Background: an optimization exercise with open tools, aiming at small area, a short achievable clock period and few clock cycles. Do not read the settings as production practice.
In this exercise RTL edits were held to simulation tests only and were not proved equivalent to the original.
Power figures rest on the tool's default switching activity, not on a simulated workload.

## mips
module mips(clk,reset,im_addr,im_data,dm_addr,dm_wdata,dm_we,dm_rdata,wb_we,wb_addr,wb_data);
	input clk;
	input reset;
	output [31:0] im_addr;
	input [31:0] im_data;
	output [31:0] dm_addr;
	output [31:0] dm_wdata;
	output dm_we;
	input [31:0] dm_rdata;
	output wb_we;
	output [4:0] wb_addr;
	output [31:0] wb_data;
	reg [31:2] pc_f;
	reg [25:0] ir_d;
	reg        d_alur, d_sub, d_jr, d_ori, d_lui, d_lw, d_sw, d_beq, d_bl, d_j, d_link, d_writes;
	reg        d_urs, d_urt, d_same;
	reg [4:0]  d_dst;
	reg [31:0] raw_rs, raw_rt;             
	reg        fe_rs, fm_rs, fw_rs, fr_rs, fe_rt, fm_rt, fw_rt, fr_rt;
	reg [31:0] a_e, b_e, sd_e;
	reg        sub_e, or_e, wr_e, ld_e, st_e;
	reg [4:0]  dst_e;
	reg [31:0] r_m, sd_m;
	reg        wr_m, ld_m, st_m;
	reg [4:0]  dst_m;
	reg [31:0] d_w;
	reg        wr_w;
	reg [4:0]  a_w;
	wire [4:0] rs = ir_d[25:21];
	wire [4:0] rt = ir_d[20:16];
	wire [15:0] imm = ir_d[15:0];
	assign im_addr = {pc_f, 2'b00};
	wire [5:0] f_op = im_data[31:26];
	wire [5:0] f_fn = im_data[5:0];
	wire f_r    = (f_op == 6'd0);
	wire f_alur = f_r & f_fn[5];
	wire f_jr   = f_r & f_fn[3];
	wire f_ori  = (f_op == 6'd13);
	wire f_lui  = (f_op == 6'd15);
	wire f_lw   = (f_op == 6'd35);
	wire f_sw   = (f_op == 6'd43);
	wire f_beq  = (f_op == 6'd4);
	wire f_bl   = (f_op == 6'd24);
	wire f_j    = (f_op == 6'd2) | (f_op == 6'd3);
  ...
Size: ~4800 cells after synthesis, ~1400 flip-flops, about 200 I/O pins, roughly 62000 µm² of cells after synthesis.
make LEC_CHECK=0 CAP_MARGIN=20 CORE_MARGIN=2 CORE_UTILIZATION=50 CTS_BUF_LIST=sky130_fd_sc_hd__clkbuf_16 CTS_CLUSTER_DIAMETER=80 CTS_CLUSTER_SIZE=25 SETUP_SLACK_MARGIN=5 SLEW_MARGIN=20 finish   # period 9.0 ns
run.sh (not shown) runs the stock make flow with config.mk's settings and CLKGATE_MAP_FILE= SYNTH_SCRIPT=/design/flow/synth_recipe.tcl, a recipe that flattens the netlist after the stock synthesis.
Testbench counts at the start, summed over its fixed seeds: cycles 58,753.
Rerun with:
==> flow/flow/run.sh (new file) <==
#!/bin/bash
set -euo pipefail
cd "$(dirname "$0")/.."
bash standard.sh SETUP_SLACK_MARGIN=5.45 finish > flow_make.log 2>&1
==> flow/standard.sh (new file) <==
#!/bin/bash
# synth_recipe.tcl (not shown) runs the flow's synth.tcl, then flattens the netlist and writes it again
# the make line also repeats each setting of config.mk as NAME=value (left out here)
make -C /OpenROAD-flow-scripts/flow DESIGN_CONFIG=/design/flow/config.mk WORK_HOME=/design/flow/orfs CLKGATE_MAP_FILE= SYNTH_SCRIPT=/design/flow/synth_recipe.tcl "${@:-finish}"
- SETUP_SLACK_MARGIN: 5 -> default
removed: flow/run.sh
Non-clock buffer count came out higher by 78.
Clock skew came out higher by 4.8 ps.
Flip-flop and latch count stays the same.
Worst hold slack stays flat.
Sequential share of layout area came out lower by 0.80 points.
Combinational power came out higher by a little under a tenth.
Setup slack improved by 360 ps.
First-iteration DRC count came out higher by a few percent.
Maximum frequency came out higher by roughly a tenth.

* * *

Starting RTL as in the previous note.
Settings: LEC_CHECK=0, CAP_MARGIN=20, CORE_MARGIN=2, CORE_UTILIZATION=50, CTS_BUF_LIST=sky130_fd_sc_hd__clkbuf_16, CTS_CLUSTER_DIAMETER=80, CTS_CLUSTER_SIZE=25, SLEW_MARGIN=20; clock period 9.0 ns.
standard.sh (not shown) runs the stock make flow with config.mk's settings and CLKGATE_MAP_FILE= SYNTH_SCRIPT=/design/flow/synth_recipe.tcl, a recipe that flattens the netlist after the stock synthesis.
==> flow/flow/run.sh <==
#!/bin/bash
set -euo pipefail
cd "$(dirname "$0")/.."
bash standard.sh SETUP_SLACK_MARGIN=5.6 finish > flow_make.log 2>&1
Testbench counts at the start, summed over its fixed seeds: cycles 58,753.
Then changed:
CORE_UTILIZATION = 58   (was 50)
What happened: Core utilization grows by 8.7 points. Synthesized cell count is unchanged. Hold slack got worse by 0.0039 ns. Maximum frequency climbs by 2.0%. Synthesized area is unchanged. Total power falls by 2.9%.

## separate check: timing with driven ports
In the flow no input, the clock included, has a driving cell. The finished layouts below were timed again as built, in two steps. Step 1 sets driving cells, clkbuf_16 on the clock port and buf_2 on the other inputs (assumed; they add their load-dependent delay and slew). Step 2 adds t to the input delays and takes it off the output delays; t is the mean of the earliest and latest rising clock arrival at the registers after step 1. Input paths then give back, and output paths get back, about the clock's delay inside the block. a / b / c = no drivers / after step 1 / after step 2; a / b = the first two.
| run | t, ns | slack for setup (ns) | hold WS [ns] | worst data-port slew with drivers (ns) | pins driven straight from the clock port |
|---|---|---|---|---|---|
| the first run of note 1 | 0.786 | 5.015 / 4.934 / 4.289 | 0.331 / 0.331 / 0.331 | 0.06 | 1 |
| the second run of note 1 | 0.778 | 5.377 / 5.369 / 4.654 | 0.331 / 0.331 / 0.331 | 0.05 | 1 |
| the first run of note 2 | 0.794 | 5.376 / 5.376 / 4.762 | 0.332 / 0.332 / 0.332 | 0.06 | 1 |
| the second run of note 2 | 0.771 | 5.449 / 5.468 / 4.718 | 0.328 / 0.328 / 0.328 | 0.05 | 1 |
After both steps every run listed still meets setup and hold. For the second run of note 2, which loses most, drivers alone change the setup slack by +0.019 ns; drivers and shift together by -0.731 ns.
